What follows belongs to an exercise in optimizing a design on an open flow for small area; a production flow would make more cautious choices. At most, simulation tests tie the RTL to the original design; equivalence was not proved. Only the layout flow was run in runs 3 and 4; the RTL was not checked for function there.

$ cat design/flow/config.mk
export PLATFORM = sky130hd
export DESIGN_NAME = KFPS2KB
export DESIGN_NICKNAME = KFPS2KB
export VERILOG_FILES = /design/flow/design.v
export SDC_FILE = /design/flow/constraint.sdc
export NUM_CORES = 4
export LEC_CHECK = 0
export CAP_MARGIN = 20
export CORE_MARGIN = 2
export CORE_UTILIZATION = 40
export SLEW_MARGIN = 20
$ cat design/flow/constraint.sdc
create_clock -name core_clock -period 10.0 [get_ports {clock}]
set_input_delay 2.0000 -clock core_clock [delete_from_list [all_inputs] [get_ports {clock}]]
set_output_delay 2.0000 -clock core_clock [all_outputs]
set_load 0.01 [all_outputs]
$ cat design/flow/design.v
module KFPS2KB_Shift_Register (
    input   logic           clock,
    input   logic           reset,
    input   logic           device_clock,
    input   logic           device_data,
    output  logic   [7:0]   register,
    output  logic           recieved_flag,
    output  logic           error_flag
);
    localparam logic [9:0] LFSR_OVER = 10'h164;
    logic           prev_device_clock;
    logic           device_clock_edge;
    logic           busy;
    logic   [9:0]   shift_register;
    logic   [9:0]   timer;
    logic   [1:0]   flag;
    logic   [1:0]   next_flag;
    logic           over;
    logic           timeout_cycle;
    logic           start;
    logic           stop_edge;
    logic           good;
    logic           next_busy;
    assign device_clock_edge = prev_device_clock & ~device_clock;
    assign flag          = busy ? 2'b00 : timer[1:0];
    assign over          = busy & (timer == LFSR_OVER);
    assign timeout_cycle = flag[1] & flag[0];
    assign start         = ~busy & ~timeout_cycle & device_clock_edge & ~device_data;
    assign stop_edge     = busy & shift_register[0] & device_clock_edge;
    assign good          = device_data & ^shift_register[9:1];
    assign register      = shift_register[8:1];
    assign recieved_flag = flag[0] & ~flag[1];
    assign error_flag    = flag[1];
    always_comb begin
        if (over) begin
            next_busy = 1'b0;
            next_flag = {1'b1, ~device_clock_edge};
        end
        else if (timeout_cycle) begin
            next_busy = 1'b0;
            next_flag = 2'b10;
        end
        else if (stop_edge) begin
            next_busy = 1'b0;
            next_flag = good ? 2'b01 : 2'b10;
        end
        else begin
            next_busy = busy | start;
            next_flag = 2'b00;
        end
    end
    always_ff @(negedge clock, posedge reset) begin
        if (reset) begin
            prev_device_clock <= 1'b0;
            busy              <= 1'b0;
        end
        else begin
            prev_device_clock <= device_clock;
            busy              <= next_busy;
        end
    end
    always_ff @(negedge clock, posedge reset) begin
        if (reset)
            shift_register <= 10'b0;
        else if (start)
            shift_register <= 10'b10_0000_0000;
        else if (busy & ~shift_register[0] & device_clock_edge)
            shift_register <= {device_data, shift_register[9:1]};
    end
    always_ff @(negedge clock, posedge reset) begin
        if (reset)
            timer <= 10'b0;
        else if (~next_busy)
            timer <= {8'b0, next_flag};
        else if (busy & ~device_clock_edge)
            timer <= {timer[8:0], ~(timer[9] ^ timer[6])};
        else
            timer <= 10'b0;
    end
endmodule
module KFPS2KB #(
    parameter over_time = 16'd1000
) (
    input   logic           clock,
    input   logic           reset,
    input   logic           device_clock,
    input   logic           device_data,
    output  logic           irq,
    output  logic   [7:0]   keycode,
    input   logic           clear_keycode
);
    logic   [7:0]   register;
    logic           recieved_flag;
    logic           error_flag;
    logic           break_flag;
    KFPS2KB_Shift_Register u_Shift_Register (
        .clock          (clock),
        .reset          (reset),
        .device_clock   (device_clock),
        .device_data    (device_data),
        .register       (register),
        .recieved_flag  (recieved_flag),
        .error_flag     (error_flag)
    );
    logic   [7:0]   converted;
    KFPS2KB_Table u_Table (.code(register), .out(converted));
    logic is_break_code;
    assign is_break_code = (register == 8'hF0);
    assign irq = |keycode;
    always_ff @(negedge clock, posedge reset) begin
        if (reset) begin
            keycode     <= 8'h00;
            break_flag  <= 1'b0;
        end
        else if (clear_keycode) begin
            keycode     <= 8'h00;
            break_flag  <= 1'b0;
        end
        else if (error_flag | (recieved_flag & irq)) begin
            keycode     <= 8'hFF;
            break_flag  <= 1'b0;
        end
        else if (recieved_flag) begin
            break_flag  <= is_break_code;
            if (~is_break_code)
                keycode     <= converted | {break_flag, 7'h00};
        end
    end
endmodule
module KFPS2KB_Table (
    input   logic   [7:0]   code,
    output  logic   [7:0]   out
);
    logic new_n17;
    logic new_n18;
    logic new_n19;
    logic new_n20;
    logic new_n21;
    logic new_n22;
    logic new_n23;
    logic new_n24;
    logic new_n25;
    logic new_n26;
    logic new_n27;
    logic new_n28;
    logic new_n29;
    logic new_n30;
    logic new_n31;
    logic new_n32;
    logic new_n33;
    logic new_n34;
    logic new_n35;
    logic new_n36;
    logic new_n37;
    logic new_n38;
    logic new_n39;
    logic new_n40;
    logic new_n41;
    logic new_n42;
    logic new_n43;
    logic new_n44;
    logic new_n45;
    logic new_n46;
    logic new_n47;
    logic new_n48;
    logic new_n49;
    logic new_n50;
    logic new_n51;
    logic new_n52;
    logic new_n53;
    logic new_n54;
    logic new_n55;
    logic new_n56;
    logic new_n57;
    logic new_n58;
    logic new_n59;
    logic new_n60;
    logic new_n61;
    logic new_n62;
    logic new_n63;
    logic new_n64;
    logic new_n65;
    logic new_n66;
    logic new_n67;
    logic new_n68;
    logic new_n69;
    logic new_n70;
    logic new_n71;
    logic new_n72;
    logic new_n73;
    logic new_n74;
    logic new_n75;
    logic new_n76;
    logic new_n77;
    logic new_n78;
    logic new_n79;
    logic new_n80;
    logic new_n81;
    logic new_n82;
    logic new_n83;
    logic new_n84;
    logic new_n85;
    logic new_n86;
    logic new_n87;
    logic new_n88;
    logic new_n89;
    logic new_n90;
    logic new_n91;
    logic new_n92;
    logic new_n93;
    logic new_n94;
    logic new_n95;
    logic new_n96;
    logic new_n97;
    logic new_n98;
    logic new_n99;
    logic new_n100;
    logic new_n101;
    logic new_n102;
    logic new_n103;
    logic new_n104;
    logic new_n105;
    logic new_n106;
    logic new_n107;
    logic new_n108;
    logic new_n109;
    logic new_n110;
    logic new_n111;
    logic new_n112;
    logic new_n113;
    logic new_n114;
    logic new_n115;
    logic new_n116;
    logic new_n117;
    logic new_n118;
    logic new_n119;
    logic new_n120;
    logic new_n121;
    logic new_n122;
    logic new_n123;
    logic new_n124;
    logic new_n125;
    logic new_n126;
    logic new_n127;
    logic new_n128;
    logic new_n130;
    logic new_n131;
    logic new_n132;
    logic new_n133;
    logic new_n134;
    logic new_n135;
    logic new_n136;
    logic new_n137;
    logic new_n138;
    logic new_n139;
    logic new_n140;
    logic new_n141;
    logic new_n142;
    logic new_n143;
    logic new_n144;
    logic new_n145;
    logic new_n146;
    logic new_n147;
    logic new_n148;
    logic new_n149;
    logic new_n150;
    logic new_n151;
    logic new_n152;
    logic new_n153;
    logic new_n154;
    logic new_n155;
    logic new_n156;
    logic new_n157;
    logic new_n158;
    logic new_n159;
    logic new_n160;
    logic new_n161;
    logic new_n162;
    logic new_n163;
    logic new_n164;
    logic new_n165;
    logic new_n166;
    logic new_n167;
    logic new_n168;
    logic new_n169;
    logic new_n170;
    logic new_n171;
    logic new_n172;
    logic new_n173;
    logic new_n174;
    logic new_n175;
    logic new_n176;
    logic new_n177;
    logic new_n178;
    logic new_n179;
    logic new_n180;
    logic new_n181;
    logic new_n182;
    logic new_n183;
    logic new_n184;
    logic new_n185;
    logic new_n186;
    logic new_n187;
    logic new_n189;
    logic new_n190;
    logic new_n191;
    logic new_n192;
    logic new_n193;
    logic new_n194;
    logic new_n195;
    logic new_n196;
    logic new_n197;
    logic new_n198;
    logic new_n199;
    logic new_n200;
    logic new_n201;
    logic new_n202;
    logic new_n203;
    logic new_n204;
    logic new_n205;
    logic new_n206;
    logic new_n207;
    logic new_n208;
    logic new_n209;
    logic new_n210;
    logic new_n211;
    logic new_n212;
    logic new_n213;
    logic new_n214;
    logic new_n215;
    logic new_n216;
    logic new_n217;
    logic new_n218;
    logic new_n219;
    logic new_n220;
    logic new_n221;
    logic new_n223;
    logic new_n224;
    logic new_n225;
    logic new_n226;
    logic new_n227;
    logic new_n228;
    logic new_n229;
    logic new_n230;
    logic new_n231;
    logic new_n232;
    logic new_n233;
    logic new_n234;
    logic new_n235;
    logic new_n236;
    logic new_n237;
    logic new_n238;
    logic new_n239;
    logic new_n240;
    logic new_n241;
    logic new_n242;
    logic new_n243;
    logic new_n244;
    logic new_n245;
    logic new_n246;
    logic new_n247;
    logic new_n248;
    logic new_n249;
    logic new_n250;
    logic new_n251;
    logic new_n252;
    logic new_n253;
    logic new_n255;
    logic new_n256;
    logic new_n257;
    logic new_n259;
    logic new_n260;
    logic new_n261;
    logic new_n262;
    logic new_n263;
    logic new_n264;
    logic new_n265;
    logic new_n266;
    logic new_n267;
    logic new_n268;
    logic new_n269;
    logic new_n270;
    logic new_n271;
    logic new_n272;
    logic new_n273;
    logic new_n275;
    logic new_n276;
    logic new_n277;
    logic new_n278;
    logic new_n279;
    logic new_n280;
    logic new_n281;
    logic new_n282;
    logic new_n283;
    logic new_n284;
    logic new_n285;
    logic new_n286;
    logic new_n287;
    logic new_n288;
    logic new_n289;
    logic new_n290;
    logic new_n291;
    logic new_n292;
    logic new_n293;
    logic new_n294;
    logic new_n296;
    logic new_n297;
    logic new_n298;
    logic new_n299;
    logic new_n300;
    logic new_n301;
    logic new_n302;
    logic new_n303;
    logic new_n304;
    logic new_n305;
    logic new_n306;
    logic new_n307;
    logic new_n308;
    assign new_n17 = code[5] & code[6];
    assign new_n18 = code[1] & ~code[3];
    assign new_n19 = new_n17 & ~new_n18;
    assign new_n20 = ~code[1] & code[3];
    assign new_n21 = code[1] & code[4];
    assign new_n22 = ~code[5] & ~code[6];
    assign new_n23 = ~new_n21 & ~new_n22;
    assign new_n24 = ~new_n20 & new_n23;
    assign new_n25 = ~new_n19 & new_n24;
    assign new_n26 = code[2] & ~code[7];
    assign new_n27 = ~code[2] & ~code[6];
    assign new_n28 = ~code[4] & new_n27;
    assign new_n29 = ~new_n26 & ~new_n28;
    assign new_n30 = ~new_n25 & ~new_n29;
    assign new_n31 = code[3] & code[4];
    assign new_n32 = ~new_n17 & new_n31;
    assign new_n33 = ~code[2] & ~new_n32;
    assign new_n34 = ~code[3] & code[4];
    assign new_n35 = new_n17 & new_n34;
    assign new_n36 = ~code[4] & new_n20;
    assign new_n37 = ~code[7] & ~new_n36;
    assign new_n38 = ~new_n35 & new_n37;
    assign new_n39 = new_n33 & new_n38;
    assign new_n40 = ~new_n30 & ~new_n39;
    assign new_n41 = ~code[2] & ~code[5];
    assign new_n42 = code[1] & ~new_n41;
    assign new_n43 = code[3] & ~code[6];
    assign new_n44 = ~new_n42 & new_n43;
    assign new_n45 = ~new_n40 & ~new_n44;
    assign new_n46 = ~code[0] & ~new_n45;
    assign new_n47 = code[7] & ~new_n45;
    assign new_n48 = ~code[2] & code[6];
    assign new_n49 = code[1] & code[3];
    assign new_n50 = ~code[5] & ~new_n49;
    assign new_n51 = new_n48 & ~new_n50;
    assign new_n52 = code[1] & ~code[4];
    assign new_n53 = code[3] & new_n17;
    assign new_n54 = new_n52 & new_n53;
    assign new_n55 = ~new_n51 & ~new_n54;
    assign new_n56 = ~code[0] & new_n55;
    assign new_n57 = code[0] & code[6];
    assign new_n58 = ~code[3] & ~code[6];
    assign new_n59 = code[4] & ~new_n58;
    assign new_n60 = ~new_n57 & ~new_n59;
    assign new_n61 = ~code[1] & ~new_n60;
    assign new_n62 = ~code[3] & ~code[4];
    assign new_n63 = ~new_n31 & ~new_n62;
    assign new_n64 = ~code[0] & ~code[6];
    assign new_n65 = ~new_n18 & new_n64;
    assign new_n66 = ~new_n63 & new_n65;
    assign new_n67 = ~new_n61 & ~new_n66;
    assign new_n68 = code[2] & code[4];
    assign new_n69 = code[5] & ~new_n68;
    assign new_n70 = ~new_n67 & new_n69;
    assign new_n71 = ~new_n48 & ~new_n70;
    assign new_n72 = new_n55 & ~new_n71;
    assign new_n73 = ~new_n17 & ~new_n22;
    assign new_n74 = new_n36 & new_n73;
    assign new_n75 = new_n18 & new_n22;
    assign new_n76 = code[0] & ~new_n75;
    assign new_n77 = ~new_n74 & new_n76;
    assign new_n78 = ~new_n72 & new_n77;
    assign new_n79 = ~new_n56 & ~new_n78;
    assign new_n80 = ~code[6] & new_n31;
    assign new_n81 = code[6] & ~new_n31;
    assign new_n82 = ~code[1] & ~new_n81;
    assign new_n83 = ~new_n80 & new_n82;
    assign new_n84 = ~code[1] & new_n27;
    assign new_n85 = ~new_n19 & ~new_n84;
    assign new_n86 = ~new_n83 & ~new_n85;
    assign new_n87 = ~code[0] & ~code[1];
    assign new_n88 = ~new_n17 & ~new_n87;
    assign new_n89 = new_n33 & ~new_n88;
    assign new_n90 = code[0] & code[1];
    assign new_n91 = code[2] & new_n90;
    assign new_n92 = ~new_n89 & ~new_n91;
    assign new_n93 = ~new_n86 & new_n92;
    assign new_n94 = ~new_n79 & new_n93;
    assign new_n95 = code[6] & new_n31;
    assign new_n96 = new_n79 & ~new_n93;
    assign new_n97 = new_n95 & ~new_n96;
    assign new_n98 = ~new_n94 & new_n97;
    assign new_n99 = ~code[7] & new_n83;
    assign new_n100 = code[2] & code[5];
    assign new_n101 = ~code[7] & ~new_n100;
    assign new_n102 = ~code[1] & ~new_n101;
    assign new_n103 = ~new_n99 & new_n102;
    assign new_n104 = ~code[2] & code[5];
    assign new_n105 = ~new_n63 & new_n104;
    assign new_n106 = code[3] & ~code[4];
    assign new_n107 = new_n41 & new_n106;
    assign new_n108 = ~new_n105 & ~new_n107;
    assign new_n109 = ~new_n103 & new_n108;
    assign new_n110 = code[0] & ~new_n109;
    assign new_n111 = code[2] & ~code[5];
    assign new_n112 = ~code[1] & new_n58;
    assign new_n113 = ~code[1] & ~code[3];
    assign new_n114 = code[0] & ~code[6];
    assign new_n115 = ~new_n113 & ~new_n114;
    assign new_n116 = code[2] & ~new_n115;
    assign new_n117 = ~new_n112 & new_n116;
    assign new_n118 = ~new_n111 & ~new_n117;
    assign new_n119 = new_n18 & ~new_n118;
    assign new_n120 = ~code[5] & new_n114;
    assign new_n121 = code[1] & ~code[2];
    assign new_n122 = ~new_n114 & new_n121;
    assign new_n123 = ~new_n120 & ~new_n122;
    assign new_n124 = new_n34 & ~new_n123;
    assign new_n125 = ~new_n119 & ~new_n124;
    assign new_n126 = ~new_n110 & new_n125;
    assign new_n127 = ~new_n98 & new_n126;
    assign new_n128 = ~new_n47 & ~new_n127;
    assign out[0] = ~new_n46 & ~new_n128;
    assign new_n130 = ~code[4] & code[5];
    assign new_n131 = ~code[6] & new_n130;
    assign new_n132 = new_n20 & ~new_n95;
    assign new_n133 = ~new_n131 & new_n132;
    assign new_n134 = new_n34 & new_n73;
    assign new_n135 = ~new_n53 & ~new_n134;
    assign new_n136 = ~new_n133 & new_n135;
    assign new_n137 = ~code[0] & ~new_n136;
    assign new_n138 = new_n36 & new_n114;
    assign new_n139 = new_n57 & new_n130;
    assign new_n140 = ~new_n138 & ~new_n139;
    assign new_n141 = ~new_n137 & new_n140;
    assign new_n142 = code[2] & ~new_n141;
    assign new_n143 = code[0] & ~code[5];
    assign new_n144 = ~new_n42 & new_n143;
    assign new_n145 = ~code[1] & ~code[2];
    assign new_n146 = ~code[0] & code[5];
    assign new_n147 = new_n145 & ~new_n146;
    assign new_n148 = ~new_n144 & ~new_n147;
    assign new_n149 = ~new_n62 & ~new_n95;
    assign new_n150 = ~new_n148 & ~new_n149;
    assign new_n151 = ~new_n70 & ~new_n150;
    assign new_n152 = ~new_n142 & new_n151;
    assign new_n153 = ~code[7] & ~new_n152;
    assign new_n154 = code[2] & ~code[6];
    assign new_n155 = ~new_n48 & ~new_n154;
    assign new_n156 = ~code[5] & ~new_n155;
    assign new_n157 = code[6] & new_n106;
    assign new_n158 = ~code[4] & ~new_n58;
    assign new_n159 = ~new_n157 & new_n158;
    assign new_n160 = ~new_n156 & new_n159;
    assign new_n161 = ~code[7] & ~new_n160;
    assign new_n162 = ~code[0] & ~new_n161;
    assign new_n163 = code[5] & new_n34;
    assign new_n164 = ~new_n68 & ~new_n163;
    assign new_n165 = code[5] & ~new_n114;
    assign new_n166 = ~new_n164 & ~new_n165;
    assign new_n167 = code[0] & code[3];
    assign new_n168 = new_n48 & new_n167;
    assign new_n169 = ~new_n166 & ~new_n168;
    assign new_n170 = ~new_n162 & new_n169;
    assign new_n171 = ~new_n47 & new_n170;
    assign new_n172 = ~code[1] & ~new_n171;
    assign new_n173 = ~new_n87 & ~new_n90;
    assign new_n174 = code[3] & new_n173;
    assign new_n175 = ~new_n52 & ~new_n174;
    assign new_n176 = new_n41 & ~new_n175;
    assign new_n177 = new_n20 & new_n104;
    assign new_n178 = ~code[0] & ~new_n145;
    assign new_n179 = ~code[1] & code[5];
    assign new_n180 = new_n34 & ~new_n179;
    assign new_n181 = ~new_n178 & new_n180;
    assign new_n182 = ~new_n177 & ~new_n181;
    assign new_n183 = ~new_n176 & new_n182;
    assign new_n184 = ~code[2] & new_n22;
    assign new_n185 = new_n183 & new_n184;
    assign new_n186 = new_n171 & ~new_n185;
    assign new_n187 = ~new_n172 & ~new_n186;
    assign out[1] = new_n153 | new_n187;
    assign new_n189 = ~code[2] & code[7];
    assign new_n190 = new_n113 & new_n130;
    assign new_n191 = ~code[2] & ~new_n190;
    assign new_n192 = ~new_n20 & new_n173;
    assign new_n193 = code[5] & ~new_n192;
    assign new_n194 = code[6] & new_n63;
    assign new_n195 = new_n193 & new_n194;
    assign new_n196 = code[5] & new_n88;
    assign new_n197 = ~new_n174 & new_n196;
    assign new_n198 = new_n22 & new_n62;
    assign new_n199 = ~code[0] & new_n198;
    assign new_n200 = code[3] & new_n87;
    assign new_n201 = new_n26 & ~new_n200;
    assign new_n202 = ~new_n199 & new_n201;
    assign new_n203 = ~new_n197 & new_n202;
    assign new_n204 = ~new_n195 & new_n203;
    assign new_n205 = ~new_n98 & new_n204;
    assign new_n206 = ~new_n191 & ~new_n205;
    assign new_n207 = ~new_n36 & ~new_n87;
    assign new_n208 = new_n22 & ~new_n207;
    assign new_n209 = ~code[0] & new_n106;
    assign new_n210 = new_n183 & ~new_n209;
    assign new_n211 = code[6] & ~new_n210;
    assign new_n212 = ~code[3] & new_n143;
    assign new_n213 = ~new_n146 & ~new_n212;
    assign new_n214 = new_n52 & ~new_n213;
    assign new_n215 = code[1] & new_n80;
    assign new_n216 = new_n213 & new_n215;
    assign new_n217 = ~new_n214 & ~new_n216;
    assign new_n218 = ~new_n111 & ~new_n217;
    assign new_n219 = ~new_n211 & ~new_n218;
    assign new_n220 = ~new_n208 & new_n219;
    assign new_n221 = ~new_n206 & new_n220;
    assign out[2] = ~new_n189 & ~new_n221;
    assign new_n223 = ~new_n27 & ~new_n68;
    assign new_n224 = ~new_n219 & ~new_n223;
    assign new_n225 = ~new_n62 & new_n155;
    assign new_n226 = new_n87 & ~new_n225;
    assign new_n227 = ~code[2] & ~new_n34;
    assign new_n228 = ~new_n68 & new_n173;
    assign new_n229 = ~new_n227 & new_n228;
    assign new_n230 = ~code[5] & ~new_n229;
    assign new_n231 = ~new_n226 & new_n230;
    assign new_n232 = ~new_n224 & new_n231;
    assign new_n233 = ~code[4] & new_n173;
    assign new_n234 = new_n196 & ~new_n233;
    assign new_n235 = ~new_n70 & ~new_n234;
    assign new_n236 = ~code[3] & ~new_n235;
    assign new_n237 = code[6] & ~new_n106;
    assign new_n238 = new_n146 & new_n237;
    assign new_n239 = new_n101 & ~new_n238;
    assign new_n240 = ~new_n234 & ~new_n239;
    assign new_n241 = new_n234 & new_n239;
    assign new_n242 = ~new_n240 & ~new_n241;
    assign new_n243 = ~new_n236 & new_n242;
    assign new_n244 = ~new_n232 & new_n243;
    assign new_n245 = new_n21 & new_n41;
    assign new_n246 = ~code[7] & ~new_n245;
    assign new_n247 = code[3] & ~new_n246;
    assign new_n248 = ~code[6] & ~new_n90;
    assign new_n249 = code[1] & code[6];
    assign new_n250 = ~new_n130 & new_n249;
    assign new_n251 = ~new_n248 & ~new_n250;
    assign new_n252 = new_n201 & new_n251;
    assign new_n253 = ~new_n247 & ~new_n252;
    assign out[3] = new_n244 | ~new_n253;
    assign new_n255 = ~code[4] & code[7];
    assign new_n256 = new_n62 & new_n64;
    assign new_n257 = ~code[7] & ~new_n256;
    assign out[7] = ~new_n186 & ~new_n257;
    assign new_n259 = ~code[3] & new_n139;
    assign new_n260 = new_n87 & ~new_n157;
    assign new_n261 = ~new_n163 & new_n260;
    assign new_n262 = ~new_n81 & new_n90;
    assign new_n263 = ~new_n198 & ~new_n262;
    assign new_n264 = ~new_n261 & new_n263;
    assign new_n265 = ~new_n27 & ~new_n89;
    assign new_n266 = ~new_n264 & new_n265;
    assign new_n267 = ~new_n259 & ~new_n266;
    assign new_n268 = ~new_n79 & new_n267;
    assign new_n269 = ~out[7] & new_n268;
    assign new_n270 = ~new_n255 & ~new_n269;
    assign new_n271 = ~new_n104 & ~new_n114;
    assign new_n272 = code[4] & ~new_n271;
    assign new_n273 = ~new_n193 & new_n272;
    assign out[4] = new_n270 | new_n273;
    assign new_n275 = new_n48 & ~new_n217;
    assign new_n276 = new_n155 & new_n233;
    assign new_n277 = new_n49 & new_n114;
    assign new_n278 = ~code[6] & new_n68;
    assign new_n279 = ~code[7] & ~new_n278;
    assign new_n280 = ~new_n277 & new_n279;
    assign new_n281 = ~new_n117 & new_n280;
    assign new_n282 = ~new_n276 & new_n281;
    assign new_n283 = ~new_n275 & new_n282;
    assign new_n284 = ~code[5] & ~new_n283;
    assign new_n285 = ~code[6] & ~new_n34;
    assign new_n286 = new_n87 & ~new_n285;
    assign new_n287 = ~new_n194 & new_n286;
    assign new_n288 = new_n100 & ~new_n139;
    assign new_n289 = ~new_n54 & new_n288;
    assign new_n290 = ~new_n287 & new_n289;
    assign new_n291 = new_n51 & ~new_n209;
    assign new_n292 = ~new_n25 & new_n291;
    assign new_n293 = ~new_n290 & ~new_n292;
    assign new_n294 = ~code[7] & ~new_n293;
    assign out[5] = ~new_n284 & ~new_n294;
    assign new_n296 = code[3] & new_n79;
    assign new_n297 = ~new_n79 & ~new_n95;
    assign new_n298 = new_n152 & ~new_n297;
    assign new_n299 = ~new_n296 & new_n298;
    assign new_n300 = code[6] & ~new_n34;
    assign new_n301 = code[4] & ~new_n249;
    assign new_n302 = ~new_n300 & ~new_n301;
    assign new_n303 = new_n232 & new_n302;
    assign new_n304 = ~code[7] & new_n93;
    assign new_n305 = ~new_n303 & new_n304;
    assign new_n306 = ~new_n299 & new_n305;
    assign new_n307 = ~code[6] & code[7];
    assign new_n308 = ~new_n186 & new_n307;
    assign out[6] = ~new_n306 & ~new_n308;
endmodule
$ cat design/flow/flow/run.sh
#!/bin/bash
# Layout flow: the standard ORFS flow with an area-oriented synthesis
# (no half/full-adder extraction, area-oriented ABC mapping), port buffers
# of the smallest buffer cell, and a clock tree without dummy loads.
set -euo pipefail
WD=$(pwd)
FD=$WD/flow
mkdir -p $WD/myflow
# synthesis script: the standard flow's, with ORFS's synth.tcl replaced by a copy that
# skips the adder extraction and runs ABC with flow/area.abc
sed "s#source \$::env(SCRIPTS_DIR)/synth.tcl#source $WD/myflow/synth_core.tcl#" synth_recipe.tcl > $WD/myflow/my_synth.tcl
grep -q "myflow/synth_core.tcl" $WD/myflow/my_synth.tcl
python3 - "$FLOW_HOME/scripts/synth.tcl" "$WD/myflow/synth_core.tcl" "$FD/area.abc" <<'P'
import sys
s = open(sys.argv[1]).read()
a = s.index('# Technology mapping of adders')
b = s.index('# Technology mapping of latches')
s = s[:a] + s[b:]
old = "  log_cmd abc {*}$abc_args\n"
assert old in s
s = s.replace(old, "  log_cmd abc -script %s {*}[lrange $abc_args 2 end]\n" % sys.argv[3])
open(sys.argv[2], 'w').write(s)
P
bash standard.sh \
  SYNTH_SCRIPT=$WD/myflow/my_synth.tcl \
  "BUFFER_PORTS_ARGS=-buffer_cell sky130_fd_sc_hd__buf_1" \
  "CTS_ARGS=-sink_clustering_enable -repair_clock_nets -dont_use_dummy_load -buf_list sky130_fd_sc_hd__clkbuf_2 -root_buf sky130_fd_sc_hd__clkbuf_4" \
  finish > $WD/flow_make.log 2>&1
$ cat design/flow/flow/area.abc
strash
&get -n
&deepsyn -T 60
&put
dch -f
amap
topo
dnsize -c
$ cat design/flow/standard.sh
#!/bin/bash
# synth_recipe.tcl (not shown) runs the flow's synth.tcl, then flattens the netlist and writes it again
# the make line also repeats each setting of config.mk as NAME=value (left out here)
make -C /OpenROAD-flow-scripts/flow DESIGN_CONFIG=/design/flow/config.mk WORK_HOME=/design/flow/orfs CLKGATE_MAP_FILE= SYNTH_SCRIPT=/design/flow/synth_recipe.tcl "${@:-finish}"
==> results of run 1 <==
-- placed cells by master, fill, tap and decap left out, types with 6 or more instances in the layout --
cell type  netlist  final
clkinv_1        34     34
o21ai_0         18     18
and3_1           6      6
nor4_1           7      7
nor3_1          18     18
a21oi_1         17     17
a31oi_1         12     12
buf_1            0     13
dfrtn_1         31     31
nand2_1         17     17
o22ai_1         11     11
nor2_1          70     70
-- flip-flops by register name, summed over array words and instances, names as in the netlist --
register,cells
u_Shift_Register.busy,1
u_Shift_Register.timer,10
u_Shift_Register.prev_device_clock,1
keycode,8
u_Shift_Register.shift_register,10
break_flag,1
-- routing by layer --
layer / vias to the layer above / part of all wire, % / global-route usage (%) / routed length [um]
met5: - / 0 / 0 / 0
met1: 1107 / 41 / 34.0 / 2840
li1: 1150 / - / - / -
met3: 45 / 13 / 5.81 / 892
met4: 0 / 4.3 / 8.57 / 291
met2: 215 / 41 / 34.3 / 2820
-- worst max-delay path, delay by kind of cell --
family	cells	cell delay, ps
compound gates	1	150
simple gates	4	1020
buf+inv	3	360
-- kinds of logic (layout without fill, tap and decap cells) --
kind of cell	after synthesis	in the layout	synth area share [%]
AOI/OAI and AO/OA	99	99	31.3
and+or+nand+nor	132	132	26.9
DFF	31	31	35.8
buffers and inverters	34	53	5.90
-- synthesized netlist by cell type, types with 2 or more instances --
cell type | instances | area [um2]
o32ai_1 | 5 | 43.8
nand3_1 | 5 | 25.0
a32oi_1 | 2 | 17.5
a21oi_1 | 17 | 85.1
a211oi_1 | 2 | 15.0
or2_0 | 3 | 18.8
a22oi_1 | 3 | 22.5
nand2_1 | 17 | 63.8
o21ai_0 | 18 | 90.1
o221a_1 | 5 | 56.3
and3_1 | 6 | 37.5
dfrtn_1 | 31 | 776
nor3_1 | 18 | 90.1
o31ai_1 | 2 | 15.0
a2111oi_0 | 4 | 35.0
a31oi_1 | 12 | 75.1
o2111ai_1 | 3 | 26.3
clkinv_1 | 34 | 128
nor2_1 | 70 | 263
o22ai_1 | 11 | 68.8
o21a_1 | 4 | 30.0
o211ai_1 | 2 | 15.0
nor4_1 | 7 | 43.8
-- cell type report --
type                    count  area [um2]
well taps                  70        87.6
multi-input cells         231        1260
repair buffers             14        63.8
flip-flops and latches     31         776
clock buffers               5        37.5
inverters                  34         128
fillers                   517        2820
-- metrics by stage --
stage / hold slack [ps] / util [%] / instances
after global routing: 483 / 45.5 / 385
after global placement: 454 / 44.5 / 379
after floorplan: 442 / - / 296
after CTS: 457 / 45.5 / 385
final: 455 / 45.5 / 385
after detailed placement: 461 / 44.8 / 380
-- worst max path at each step --
| stage | to |
|---|---|
| after floorplan | u_Shift_Register.shift_register[1] |
| after global placement | u_Shift_Register.shift_register[6] |
| after detailed placement | u_Shift_Register.shift_register[6] |
| after CTS | u_Shift_Register.shift_register[6] |
| after global routing | u_Shift_Register.shift_register[5] |
| final | u_Shift_Register.shift_register[6] |
==> impl_results.md, run 1 <==
* Initial Util at 41.8%
* Critical R2R Launch: u_Shift_Register.shift_register[7]
* Worst setup SP type: input pin
* CP max stage delay at 460 ps
* Layout net count at 322
* Layout cells sized above 1 at 1.90%
* Hold Crit Depth at 1
* Min-delay src: u_Shift_Register.timer[3]
* CP required at 5120 ps
* Maximum clock path buffer count at 2
* DP HPWL at 4.86 mm
* Clock latency at the later pin of the worst-skew pair at 310 ps
* Crit-path max FO at 10
* Die X-Extent at 77.6 um
* Relative slew slack at 32.5%
* Status: finished clean
* Area growth syn-to-layout at 8.73%
* Root Buffer Master: clkbuf_4
* DIE AREA at 6020 um2
* Max Cap Violations at 0
* I/O pin count at 14
* CTS Sinks at 31
* CP max-delay cell: or2_0
* Reg clk slew, reported paths at 60 ps
* Avg WL per Cell at 17.8 um
* Ant diodes at 0
* Worst-Margin Slew at 999 ps
* Worst Hold End: u_Shift_Register.timer[4]
* Pre-CTS setup slack at 1290 ps
* Final hold vios at 0
* R2R Setup Slk at 5490 ps
* Hold Path Class: reg2reg
* Crit-path cells: buf_1 > nor2b_1 > clkinv_1 > nor2_1 > clkinv_1 > nor2_1 > or2_0 > o22ai_1
* DRC violation count after routing at 0
* Post-Syn Nets at 301
* Largest net degree at the start of global routing at 24
* EDFF count, synth at 0
* Final WS setup at 1590 ps
* Number of cells upsized or downsized after cts at 0
* Synth cell types at 38
* RR Endpoint: keycode[2]
* Worst setup path startpoint: device_clock
* Final setup viols at 0
* R2r worst-path depth at 14
* Detailed Route Iter0 Violations at 530
* Vias in the first global route at 2279
* Pre-Repair DR Iteration Count at 7
* Global route overflow at 0
* CTS HTree Levels at 2
* Tot GR Track Use at 23.6%
* Vias post-DR at 2517
* Antenna Nets Post-Route at 0
* Critical path class: in2reg
* Global-route wire length before repair at 11.3 mm
* Total negative slack at 0 ps
* Total CTS buffers at 5
* Area after DPL at 2320 um2
* Design area at 2350 um2
* Hold-fix buffers at CTS at 0
* RSZ-0062 raised after global routing: no
* Routed WL at 6.84 mm
* Mapped Area at 2160 um2
* Initial antenna violation count at 0
* Arr. time, crit path at 3530 ps
* TritonCTS clock tree: built
* Mean Syn Cell Area at 7.31 um2
* Core ar. at 5170 um2
* Asr flop ratio synth at 100%
* Routability Congestion at 1.00
* # rows at 26
* Setup Skew at 8.73 ps
* Final Max Slew Viols at 0
* Syn. warnings at 2
* Post-Syn Instances at 296
* Seq cells post-synth at 31
* Critical path capture point type: register
* Die Height at 77.6 um
* Post-CTS setup buffers at 0
* Main flop type after synthesis: dfrtn_1
* Seq/Total Area, Yosys at 35.8%
* Number of vias per cell at 6.54
* PortBufs at 13
==> run 2: changes to the inputs <==
--- a/design/flow/flow/run.sh
+++ b/design/flow/flow/run.sh
@@ -25,4 +25,4 @@
   SYNTH_SCRIPT=$WD/myflow/my_synth.tcl \
   "BUFFER_PORTS_ARGS=-buffer_cell sky130_fd_sc_hd__buf_1" \
-  "CTS_ARGS=-sink_clustering_enable -repair_clock_nets -dont_use_dummy_load -buf_list sky130_fd_sc_hd__clkbuf_2 -root_buf sky130_fd_sc_hd__clkbuf_4" \
+  "CTS_ARGS=-sink_clustering_enable -repair_clock_nets -dont_use_dummy_load -buf_list sky130_fd_sc_hd__clkbuf_4 -root_buf sky130_fd_sc_hd__clkbuf_4" \
   finish > $WD/flow_make.log 2>&1
==> design/flow/flow/area.abc (replaced) <==
strash
dch -f
amap
topo
dnsize -c
==> run 2 against run 1 <==
Synthesized cell count is 3.4% higher; sequential share of layout area is 0.24 points lower; wire length is 1.2% higher; worst hold slack worse by 8.3 ps; setup slack better by 60 ps; via count is 1.4% higher; global-route usage is 0.30 points lower; cell area is 0.74% higher; critical endpoint is now u_Shift_Register.shift_register[1]; cell count is 2.3% higher; critical path depth is 2 lower; die area is 1.4% higher; largest cell class unchanged.
==> impl_results.md, run 2 <==
* Number of cells upsized or downsized after cts at 0
* Routability Congestion at 1.07
* Asr flop ratio synth at 100%
* Vias post-DR at 2553
* Hold Crit Depth at 2
* Met2 GRT Util at 32.2%
* Initial antenna violation count at 0
* CP required at 5140 ps
* GRT Max-Usage Layer: met1
* Top-area cell type share of the netlist area at 35.3%
* Root Buffer Master: clkbuf_4
* Maximum clock path buffer count at 2
* Initial Util at 42.2%
* Arr. time, crit path at 3490 ps
* Die X-Extent at 78.1 um
* Routed WL at 6.92 mm
* Synth area leader: dfrtn_1
* Hold Path Class: reg2reg
* Global-route wire length before repair at 11.2 mm
* Main flop type after synthesis: dfrtn_1
* Layout net count at 331
* Pre-CTS setup slack at 1300 ps
* Top-count cell post-synth: nor2_1
* Hold-fix buffers at CTS at 0
* Fill cell count at 554
* RSZ-0062 raised after global routing: no
* Worst-Margin Slew at 911 ps
* Syn. warnings at 2
* Multi-input gate area at 1260 um2
* Most frequent cells in the layout: 63 x nor2_1, 42 x clkinv_1, 31 x dfrtn_1
* Vias in the first global route at 2258
* Total negative slack at 0 ps
* Most common cell after layout, fill and taps aside: nor2_1
* Largest net degree at the start of global routing at 32
* Relative slew slack at 37.7%
* Layout cells sized above 1 at 1.85%
* Seq/Total Area, Yosys at 35.3%
* Detailed Route Iter0 Violations at 526
* GRT met3 Usage at 7.59%
* Post-Syn Nets at 311
* Largest cells by area after synthesis: dfrtn_1 35%, nor2_1 11%, clkinv_1 7.3%
* Pre-Repair DR Iteration Count at 7
* Avg WL per Cell at 17.6 um
* Min-delay src: keycode[4]
* Area growth syn-to-layout at 7.92%
* Synth cell types at 36
* CTS HTree Levels at 2
* EDFF count, synth at 0
* Crit-path max FO at 8
* Synth cell count leaders: 63 x nor2_1, 43 x clkinv_1, 31 x dfrtn_1
* RR Endpoint: keycode[0]
* Final Max Slew Viols at 0
* TritonCTS clock tree: built
* Core ar. at 5200 um2
* Reg clk slew, reported paths at 60 ps
* Post-Syn Instances at 306
* Final WS setup at 1650 ps
* Biggest regs: u_Shift_Register.shift_register: 10 flops, u_Shift_Register.timer: 10 flops, keycode: 8 flops
* Tot GR Track Use at 23.3%
* Non-Filler Instances at 394
* DIE AREA at 6100 um2
* # rows at 26
* Mapped Area at 2200 um2
* Critical path capture point type: register
* Worst setup SP type: input pin
* I/O pin count at 14
* Global route overflow at 0
* Critical path class: in2reg
* R2r worst-path depth at 15
* Seq cells post-synth at 31
* Worst Hold End: keycode[4]
* Die Height at 78.1 um
* R2R Setup Slk at 5120 ps
* Final setup viols at 0
* PortBufs at 13
* Max Cap Violations at 0
* Clock latency at the later pin of the worst-skew pair at 320 ps
* Total CTS buffers at 5
* DRC violation count after routing at 0
* Antenna Nets Post-Route at 0
* CTS Sinks at 31
* Critical R2R Launch: u_Shift_Register.shift_register[4]
* Number of vias per cell at 6.48
* Status: finished clean
* Ant diodes at 0
* Post-CTS setup buffers at 0
* Final hold vios at 0
* Mean Syn Cell Area at 7.18 um2
* Placed Cells at 389
* DP HPWL at 4.94 mm
* Total area of sequential cells at 776 um2
* Grt met1 use at 33.0%
* Setup Skew at 13.0 ps
## run 2: worst max path at each step
stage | start | to | slack, ps
after floorplan | device_clock | u_Shift_Register.shift_register[7] | 1650
after global placement | device_clock | u_Shift_Register.shift_register[7] | 1360
after detailed placement | device_clock | u_Shift_Register.shift_register[1] | 1300
after CTS | device_clock | u_Shift_Register.shift_register[1] | 1630
after global routing | device_clock | u_Shift_Register.shift_register[5] | 1320
final | device_clock | u_Shift_Register.shift_register[1] | 1650
## run 2: area by class of cell
cell class	instances	area share [%]
inverters	43	6.81
repair buffers	13	2.06
multi-input cells	232	53.1
clock buffers	5	1.58
well taps	70	3.69
flip-flops and latches	31	32.7
## run 2: routing by layer
metal | part of all wire (%) | vias to the layer above
met5 | 0 | -
met4 | 4.5 | 0
met2 | 41 | 190
met3 | 13 | 38
met1 | 42 | 1154
li1 | - | 1171
## run 2: kinds of logic (layout without fill, tap and decap cells)
kind of cell	count (synthesis)	after routing	share of synthesized area, %
AOI/OAI and AO/OA	101	101	31.2
xor gates and xnor gates	1	1	0.399
buffers and inverters	43	61	7.35
DFF	31	31	35.3
and+or+nand+nor	130	130	25.8
## run 2: through the flow
step,util [%],instance area [um2],hold slack (ps)
finish,45.6,2370,446
global route,45.6,2370,474
CTS,45.6,2370,452
detailed placement,44.8,2330,452
global placement,44.8,2330,445
floorplan,-,2200,437
## run 2: worst max-delay path, cell delays in order
cell and delay, ps:
buf_1 80, nor2b_1 270, clkinv_1 160, nor4_1 440
or2_0 410, o22ai_1 120
==> run 3: changes to the inputs <==
--- a/design/flow/design.v
+++ b/design/flow/design.v
@@ -60,8 +60,6 @@
         end
     end
-    always_ff @(negedge clock, posedge reset) begin
-        if (reset)
-            shift_register <= 10'b0;
-        else if (start)
+    always_ff @(negedge clock) begin
+        if (start)
             shift_register <= 10'b10_0000_0000;
         else if (busy & ~shift_register[0] & device_clock_edge)
@@ -70,11 +68,17 @@
     always_ff @(negedge clock, posedge reset) begin
         if (reset)
-            timer <= 10'b0;
+            timer[1:0] <= 2'b0;
         else if (~next_busy)
-            timer <= {8'b0, next_flag};
+            timer[1:0] <= next_flag;
         else if (busy & ~device_clock_edge)
-            timer <= {timer[8:0], ~(timer[9] ^ timer[6])};
+            timer[1:0] <= {timer[0], ~(timer[9] ^ timer[6])};
+        else
+            timer[1:0] <= 2'b0;
+    end
+    always_ff @(negedge clock) begin
+        if (next_busy & busy & ~device_clock_edge)
+            timer[9:2] <= timer[8:1];
         else
-            timer <= 10'b0;
+            timer[9:2] <= 8'b0;
     end
 endmodule
==> run 3 against run 2 <==
Cell count rose by 7.9%; core utilization rose by 0.72 points; synthesized cell count rose by 4.6%; largest cell class unchanged; sequential cell count did not move; still clean on timing, DRC and antenna; wire length fell by 0.29%; worst hold slack got worse by 28 ps.
==> impl_results.md, run 3 <==
* Status: finished clean
* Post-Syn Nets at 325
* CP required at 8000 ps
* Final hold vios at 0
* Most common cell after layout, fill and taps aside: nor2_1
* Hold Path Class: reg2reg
* Biggest regs: u_Shift_Register.shift_register: 10 flops, u_Shift_Register.timer: 10 flops, keycode: 8 flops
* Fill cell count at 585
* Critical path class: reg2out
* Core ar. at 5140 um2
* Final core area utilization at 46.3%
* Antenna Nets Post-Route at 0
* DIE AREA at 5950 um2
* R2R Setup Slk at 5820 ps
* Worst path top cell family by delay: simple AND/OR/NAND/NOR gates
* Total area of sequential cells at 686 um2
* Hold-fix buffers at CTS at 0
* Top-count cell post-synth: nor2_1
* Synth cell count leaders: 75 x nor2_1, 48 x clkinv_1, 30 x a21oi_1
* Routed WL at 6.90 mm
* Area growth syn-to-layout at 11.1%
* Largest cells by area after synthesis: dfxtp_1 17%, dfrtn_1 15%, nor2_1 13%
* Final setup viols at 0
* Relative slew slack at 52.9%
* Tot GR Track Use at 23.6%
* Global-route wire length before repair at 11.2 mm
* Asr flop ratio synth at 41.9%
* Global route overflow at 0
* Number of cells upsized or downsized after cts at 0
* Worst Path Buf+Inv at 2
* Mapped Area at 2140 um2
* DRC violation count after routing at 0
* Critical path capture point type: primary output
* Die X-Extent at 77.2 um
* CP max-delay cell: dfrtn_1
* Reg clk slew, reported paths at 60 ps
* Layout cells sized above 1 at 1.41%
* Number of vias per cell at 6.09
* Post-Syn Instances at 320
* Crit-path cells: clkinv_1 > nand4_1 > nor3_1 > nand3_1 > buf_1
* R2r worst-path depth at 16
* Multi-input gate area at 1270 um2
* Hold Crit Depth at 2
* DP HPWL at 4.92 mm
* Detailed Route Iter0 Violations at 439
* RSZ-0062 raised after global routing: no
* Ant diodes at 0
* Pre-Repair DR Iteration Count at 7
* Final Max Slew Viols at 0
* # rows at 26
* Design area at 2380 um2
* Vias post-DR at 2588
* Synth area leader: dfxtp_1
* Area after DPL at 2280 um2
* Mean Syn Cell Area at 6.69 um2
* Seq cells post-synth at 31
* Largest net degree at the start of global routing at 18
* Maximum clock path buffer count at 2
* Top-area cell type share of the netlist area at 16.8%
* Worst-Margin Slew at 698 ps
* I/O pin count at 14
* Avg WL per Cell at 16.2 um
* Worst Hold End: u_Shift_Register.timer[3]
* Crit-path max FO at 2
* Synth cell types at 37
* Vias in the first global route at 2386
* Total CTS buffers at 5
* Clock latency at the later pin of the worst-skew pair at 400 ps
* Die Height at 77.2 um
* Worst setup SP type: register
* Arr. time, crit path at 6270 ps
* Total negative slack at 0 ps
* Main flop type after synthesis: dfxtp_1
* Setup Skew at 101 ps
* Most frequent cells in the layout: 75 x nor2_1, 65 x clkinv_1, 30 x a21oi_1
* Initial antenna violation count at 0
* Post-CTS setup buffers at 0
* Seq/Total Area, Yosys at 32.0%
* Max Cap Violations at 0
* Initial Util at 41.7%
* CP max stage delay at 350 ps
* PortBufs at 13
* Root Buffer Master: clkbuf_4
* CTS Sinks at 31
* Layout net count at 362
* Routability Congestion at 0.991
* Min-delay src: u_Shift_Register.timer[2]
* CTS HTree Levels at 2
* Syn. warnings at 2
* RR Endpoint: keycode[2]
* TritonCTS clock tree: built
* Critical R2R Launch: u_Shift_Register.shift_register[7]
* EDFF count, synth at 0
==> run 3: cell types whose count changed after synthesis, moves of 3 or more <==
cell	change
dfrtn_1	-18
dfxtp_1	+18
nor2_1	+12
a21oi_1	+10
nand2_1	-7
nor4_1	-7
clkinv_1	+5
o21ai_0	+5
a221oi_1	+4
a2111oi_0	-3
a31oi_1	-3
nor3_1	+3
o22ai_1	-3
==> run 3: how the worst max path moves through the flow <==
stage	slack, ps	to	startpoint	cells past startpoint
floorplan	1830	keycode[2]	clear_keycode	3
global placement	1590	keycode[6]	clear_keycode	4
detailed placement	1470	keycode[7]	clear_keycode	4
CTS	1730	irq	keycode[5]	5
global route	1600	irq	keycode[5]	5
finish	1730	irq	keycode[5]	5
==> run 3: cell type report <==
cell class	instances	area share [%]
clock buffer	5	1.58
clock inverter	18	2.84
inverter	47	7.42
multi-input combinational	241	53.6
sequential	31	28.8
tap	70	3.68
timing repair buffer	13	2.05
==> run 3: tightest hold or removal path, cell delays in order (launching register included) <==
cell and delay (ps):
dfxtp_1 290, clkinv_1 50, nor2_1 50
==> run 3: per-stage QoR <==
step                hold slack (ps)  std cells  setup WS (ps)
finish                          419        425           1730
global route                    441        425           1600
CTS                             421        425           1730
detailed placement              416        403           1470
global placement                415        403           1590
floorplan                       403        320           1830
==> run 3: kinds of logic (layout without fill, tap and decap cells) <==
family | count (synthesis) | in the layout | synth area share (%)
compound gates | 109 | 109 | 33.2
xor+xnor | 1 | 1 | 0.409
buf+inv | 48 | 83 | 8.42
flops | 31 | 31 | 32.0
simple gates | 131 | 131 | 25.9
==> run 3: metal layers <==
metal	GRT usage, %	up-vias	part of all wire [%]
met3	7.88	43	11
met1	32.0	1141	42
met4	9.64	0	4.0
li1	-	1238	-
met2	34.2	166	43
met5	0	-	0
==> run 4: changes to the inputs <==
--- a/design/flow/flow/run.sh
+++ b/design/flow/flow/run.sh
@@ -22,7 +22,18 @@
 open(sys.argv[2], 'w').write(s)
 P
+# ORFS scripts, with the clock tree step changed not to clone the clock
+# inverter of the negative-edge flip-flops without reset next to each of them
+cp -r "$FLOW_HOME/scripts" $WD/myscripts
+python3 - $WD/myscripts/cts.tcl <<'P'
+import sys
+s = open(sys.argv[1]).read()
+assert "\nrepair_clock_inverters\n" in s
+s = s.replace("\nrepair_clock_inverters\n", "\n")
+open(sys.argv[1], 'w').write(s)
+P
 bash standard.sh \
+  SCRIPTS_DIR=$WD/myscripts \
   SYNTH_SCRIPT=$WD/myflow/my_synth.tcl \
   "BUFFER_PORTS_ARGS=-buffer_cell sky130_fd_sc_hd__buf_1" \
-  "CTS_ARGS=-sink_clustering_enable -repair_clock_nets -dont_use_dummy_load -buf_list sky130_fd_sc_hd__clkbuf_4 -root_buf sky130_fd_sc_hd__clkbuf_4" \
+  "CTS_ARGS=-sink_clustering_enable -repair_clock_nets -dont_use_dummy_load -buf_list sky130_fd_sc_hd__clkbuf_4 -root_buf sky130_fd_sc_hd__clkbuf_4 -sink_clustering_size 12 -sink_clustering_max_diameter 200" \
   finish > $WD/flow_make.log 2>&1
==> design/flow/flow/area.abc (replaced) <==
strash
&get -n
&deepsyn -T 60
&put
dch -f
amap
topo
dnsize -c
==> run 4 against run 3 <==
Still clean on timing, DRC and antenna; core utilization down 0.073 points; global-route usage up 0.71 points; via count unchanged; wire length up 1.1%; sequential cell count unchanged; sequential share of layout area up 0.23 points; clock skew up 32 ps; first-iteration DRC count down 0.68%; die area down 0.66%; critical path type unchanged.
==> impl_results.md, run 4 <==
* Number of vias per cell at 6.24
* Relative slew slack at 54.2%
* Die Height at 76.9 um
* Final Max Slew Viols at 0
* Critical path class: reg2out
* Crit-path max FO at 3
* Arr. time, crit path at 6730 ps
* CP required at 8000 ps
* Routability Congestion at 0.999
* Post-Syn Instances at 319
* RSZ-0062 raised after global routing: no
* Area growth syn-to-layout at 11.0%
* Syn. warnings at 2
* Placed Cells at 402
* Top-count cell post-synth: nor2_1
* DP HPWL at 5.02 mm
* Layout net count at 352
* Hold Path Class: reg2reg
* Reg clk slew, reported paths at 50 ps
* Main flop type after synthesis: dfxtp_1
* Worst setup SP type: register
* Total negative slack at 0 ps
* Vias post-DR at 2588
* TritonCTS clock tree: built
* Clock latency at the later pin of the worst-skew pair at 740 ps
* Post-Syn Nets at 324
* DIE AREA at 5910 um2
* EDFF count, synth at 0
* Initial Util at 41.6%
* Largest cells by area after synthesis: dfxtp_1 17%, nor2_1 16%, dfrtn_1 15%
* Avg WL per Cell at 16.8 um
* Most frequent cells in the layout: 89 x nor2_1, 42 x clkinv_1, 20 x nand2_1
* Biggest regs: u_Shift_Register.shift_register: 10 flops, u_Shift_Register.timer: 10 flops, keycode: 8 flops
* Largest net degree at the start of global routing at 19
* Worst-Margin Slew at 687 ps
* Pre-CTS setup slack at 1600 ps
* Status: finished clean
* Final WS setup at 1270 ps
* DRC violation count after routing at 0
* Global route overflow at 0
* Core ar. at 5110 um2
* Vias in the first global route at 2332
* Global-route wire length before repair at 11.4 mm
* Setup Skew at 133 ps
* Routed WL at 6.97 mm
* Number of cells upsized or downsized after cts at 0
* Hold-fix buffers at CTS at 0
* Asr flop ratio synth at 41.9%
* Detailed Route Iter0 Violations at 436
* Fill cell count at 522
* PortBufs at 13
* Top-area cell type share of the netlist area at 17.0%
* Seq/Total Area, Yosys at 32.3%
* Tot GR Track Use at 24.3%
* Non-Filler Instances at 415
* Antenna Nets Post-Route at 0
* Layout cells sized above 1 at 3.77%
* Seq cells post-synth at 31
* Synth area leader: dfxtp_1
* Post-CTS setup buffers at 0
* Final setup viols at 0
* Max Cap Violations at 0
* Initial antenna violation count at 0
* Pre-Repair DR Iteration Count at 5
* Most common cell after layout, fill and taps aside: nor2_1
* Die X-Extent at 76.9 um
* I/O pin count at 14
* Mean Syn Cell Area at 6.66 um2
* Final hold vios at 0
* Critical path capture point type: primary output
* Ant diodes at 0
* Synth cell types at 38
* Mapped Area at 2130 um2
* # rows at 26
* Synth cell count leaders: 89 x nor2_1, 42 x clkinv_1, 20 x nand2_1
-- run 4: changes by cell type after synthesis, sizes merged, moves of 5 or more --
cell    before  now
nor4         2    8
a31oi        4    9
a21oi       30   19
clkinv      48   42
nor2        75   89
a221oi       9    0
-- run 4: final timing paths --
kind | startpoint | to | depth (start not counted) | slack, ps
max | keycode[1] | irq | 3 | 1270
min | break_flag | keycode[7] | 2 | 420
max reg2reg | u_Shift_Register.shift_register[4] | keycode[6] | 13 | 6030
min reg2reg | break_flag | keycode[7] | 2 | 420
max in group asynchronous | reset | break_flag | 2 | 3570
min in group asynchronous | reset | keycode[7] | 2 | 6060
-- run 4: routing by layer --
layer,wire [um],track usage [%]
met1,2860,33.6
met2,3110,36.8
met3,728,5.18
met4,275,9.64
met5,0,0
-- run 4: logic make-up after synthesis --
logic type	count (synthesis)	share of synthesized area, %
AND/OR/NAND/NOR	149	30.0
buffers and inverters	42	7.42
flip-flops	31	32.3
AO/OA/AOI/OAI	97	30.4
-- run 4: area by class of cell --
type	count	area [um2]	share of cell area [%]
Clock buffer	13	97.6	4.14
Tap cell	70	87.6	3.71
Sequential cell	31	686	29.1
Timing Repair Buffer	13	48.8	2.07
Inverter	42	158	6.68
Multi-Input combinational cell	246	1280	54.3
-- run 4: critical path, cell delays in order, from the launching register on --
cell	delay, ps
dfrtn_1	370
nor4_1	310
nand3_1	160
buf_1	160
-- run 4: stage by stage --
stage               hold slack (ps)  cell area [um2]  utilization, %
finish                          416             2360            46.2
global placement                416             2260            44.3
CTS                             421             2360            46.2
floorplan                       401             2130               -
global route                    459             2360            46.2
detailed placement              427             2260            44.3
==> run 5: changes to the inputs <==
--- a/design/flow/design.v
+++ b/design/flow/design.v
@@ -60,6 +60,8 @@
         end
     end
-    always_ff @(negedge clock) begin
-        if (start)
+    always_ff @(negedge clock, posedge reset) begin
+        if (reset)
+            shift_register <= 10'b0;
+        else if (start)
             shift_register <= 10'b10_0000_0000;
         else if (busy & ~shift_register[0] & device_clock_edge)
@@ -68,17 +70,11 @@
     always_ff @(negedge clock, posedge reset) begin
         if (reset)
-            timer[1:0] <= 2'b0;
+            timer <= 10'b0;
         else if (~next_busy)
-            timer[1:0] <= next_flag;
+            timer <= {8'b0, next_flag};
         else if (busy & ~device_clock_edge)
-            timer[1:0] <= {timer[0], ~(timer[9] ^ timer[6])};
-        else
-            timer[1:0] <= 2'b0;
-    end
-    always_ff @(negedge clock) begin
-        if (next_busy & busy & ~device_clock_edge)
-            timer[9:2] <= timer[8:1];
+            timer <= {timer[8:0], ~(timer[9] ^ timer[6])};
         else
-            timer[9:2] <= 8'b0;
+            timer <= 10'b0;
     end
 endmodule
--- a/design/flow/flow/run.sh
+++ b/design/flow/flow/run.sh
@@ -22,16 +22,5 @@
 open(sys.argv[2], 'w').write(s)
 P
-# ORFS scripts, with the clock tree step changed not to clone the clock
-# inverter of the negative-edge flip-flops without reset next to each of them
-cp -r "$FLOW_HOME/scripts" $WD/myscripts
-python3 - $WD/myscripts/cts.tcl <<'P'
-import sys
-s = open(sys.argv[1]).read()
-assert "\nrepair_clock_inverters\n" in s
-s = s.replace("\nrepair_clock_inverters\n", "\n")
-open(sys.argv[1], 'w').write(s)
-P
 bash standard.sh \
-  SCRIPTS_DIR=$WD/myscripts \
   SYNTH_SCRIPT=$WD/myflow/my_synth.tcl \
   "BUFFER_PORTS_ARGS=-buffer_cell sky130_fd_sc_hd__buf_1" \
==> run 5 against run 4 <==
Setup slack improved by 320 ps; worst hold slack better by 39 ps; die area rose by 1.7%; clock skew fell by 120 ps; global-route usage is 0.67 points lower; still clean; register-to-register slack worse by 540 ps; cell area fell by 0.26%; non-clock buffer count increased by 1; via count shrank 2.7%; count of clock-buffer cells in the layout decreased by 8.
==> impl_results.md, run 5 <==
* Die X-Extent at 77.6 um
* EDFF count, synth at 0
* Area growth syn-to-layout at 8.73%
* Maximum clock path buffer count at 2
* Hold Path Class: reg2reg
* Tot GR Track Use at 23.6%
* Crit-path max FO at 10
* Final core area utilization at 45.5%
* Relative slew slack at 32.5%
* Post-Syn Instances at 296
* Arr. time, crit path at 3530 ps
* Vias in the first global route at 2279
* I/O pin count at 14
* Worst-Margin Slew at 999 ps
* CTS Sinks at 31
* Syn. warnings at 2
* Global route overflow at 0
* Asr flop ratio synth at 100%
* RSZ-0062 raised after global routing: no
* R2r worst-path depth at 14
* Vias post-DR at 2517
* Reg clk slew, reported paths at 60 ps
* Final Max Slew Viols at 0
* Layout cells sized above 1 at 1.90%
* DP HPWL at 4.86 mm
* Root Buffer Master: clkbuf_4
* Initial antenna violation count at 0
* Largest cells by area after synthesis: dfrtn_1 36%, nor2_1 12%, clkinv_1 5.9%
* Ant diodes at 0
* Mapped Area at 2160 um2
* Final setup viols at 0
* DIE AREA at 6020 um2
* Biggest regs: u_Shift_Register.shift_register: 10 flops, u_Shift_Register.timer: 10 flops, keycode: 8 flops
* Total CTS buffers at 5
* Largest net degree at the start of global routing at 24
* Setup Skew at 8.73 ps
* Die Height at 77.6 um
* R2R Setup Slk at 5490 ps
* CP required at 5120 ps
* Routed WL at 6.84 mm
* Synth cell count leaders: 70 x nor2_1, 34 x clkinv_1, 31 x dfrtn_1
* Global-route wire length before repair at 11.3 mm
* Post-CTS setup buffers at 0
* Critical path class: in2reg
* Most common cell after layout, fill and taps aside: nor2_1
* TritonCTS clock tree: built
* Main flop type after synthesis: dfrtn_1
* Post-Syn Nets at 301
* Avg WL per Cell at 17.8 um
* Worst setup path startpoint: device_clock
* Synth cell types at 38
* Layout net count at 322
* Mean Syn Cell Area at 7.31 um2
* CP Capture Point: u_Shift_Register.shift_register[6]
* Seq cells post-synth at 31
* Hold-fix buffers at CTS at 0
* Synth area leader: dfrtn_1
* Fill cell count at 517
* Routability Congestion at 1.00
* Status: finished clean
* Initial Util at 41.8%
* Worst setup SP type: input pin
* Number of cells upsized or downsized after cts at 0
* Critical R2R Launch: u_Shift_Register.shift_register[7]
* Clock latency at the later pin of the worst-skew pair at 310 ps
* Number of vias per cell at 6.54
* RR Endpoint: keycode[2]
* CTS HTree Levels at 2
* Top-count cell post-synth: nor2_1
* DRC violation count after routing at 0
* Max Cap Violations at 0
* Final hold vios at 0
* # rows at 26
* Top-area cell type share of the netlist area at 35.8%
* Critical path capture point type: register
* Core ar. at 5170 um2
* PortBufs at 13
* Detailed Route Iter0 Violations at 530
* Antenna Nets Post-Route at 0
* Seq/Total Area, Yosys at 35.8%
* Total negative slack at 0 ps
* Pre-Repair DR Iteration Count at 7
* Most frequent cells in the layout: 70 x nor2_1, 34 x clkinv_1, 31 x dfrtn_1
==> run 5: cell count changes after synthesis, sizes merged, moves of 3 or more <==
cell | previous run | this run
nor2 | 89 | 70
dfrtn | 13 | 31
dfxtp | 18 | 0
clkinv | 42 | 34
o22ai | 16 | 11
and3 | 2 | 6
a31oi | 9 | 12
nand2 | 20 | 17
o32ai | 2 | 5
==> run 5: worst min path at each step <==
stage	start	end	slack [ps]	cells past startpoint
finish	u_Shift_Register.timer[3]	u_Shift_Register.timer[4]	450	1
global route	u_Shift_Register.timer[3]	u_Shift_Register.timer[4]	480	1
CTS	u_Shift_Register.timer[3]	u_Shift_Register.timer[4]	460	1
detailed placement	u_Shift_Register.shift_register[9]	u_Shift_Register.shift_register[9]	460	1
global placement	u_Shift_Register.shift_register[9]	u_Shift_Register.shift_register[9]	450	1
floorplan	u_Shift_Register.shift_register[9]	u_Shift_Register.shift_register[9]	440	1
==> run 5: cell type report <==
cell class | count | area [um2] | area share, %
sequential | 31 | 776 | 33.0
tap | 70 | 87.6 | 3.72
inverter | 34 | 128 | 5.42
multi-input combinational | 231 | 1260 | 53.6
timing repair buffer | 14 | 63.8 | 2.71
clock buffer | 5 | 37.5 | 1.59
==> run 5: routing by layer <==
| metal | up-vias | global-route usage [%] | share of wire (%) |
|---|---|---|---|
| li1 | 1150 | - | - |
| met2 | 215 | 34.3 | 41 |
| met5 | - | 0 | 0 |
| met3 | 45 | 5.81 | 13 |
| met4 | 0 | 8.57 | 4.3 |
| met1 | 1107 | 34.0 | 41 |
==> run 5: worst max-delay path: stages <==
cell and delay (ps):
buf_1 80, nor2b_1 170, clkinv_1 150, nor2_1 250
clkinv_1 130, nor2_1 140, or2_0 460, o22ai_1 150
==> run 5: kinds of logic (layout without fill, tap and decap cells) <==
group / Yosys count / in the layout / synth area share (%)
simple gates: 132 / 132 / 26.9
compound gates: 99 / 99 / 31.3
buf+inv: 34 / 53 / 5.90
flops: 31 / 31 / 35.8
==> run 5: metrics by stage <==
step / std cells / hold WS (ps) / cell area, um2 / worst slack (ps)
after floorplan: 296 / 442 / 2160 / 1690
after global placement: 379 / 454 / 2300 / 1370
after detailed placement: 380 / 461 / 2320 / 1290
after CTS: 385 / 457 / 2350 / 1610
after global routing: 385 / 483 / 2350 / 1360
final: 385 / 455 / 2350 / 1590
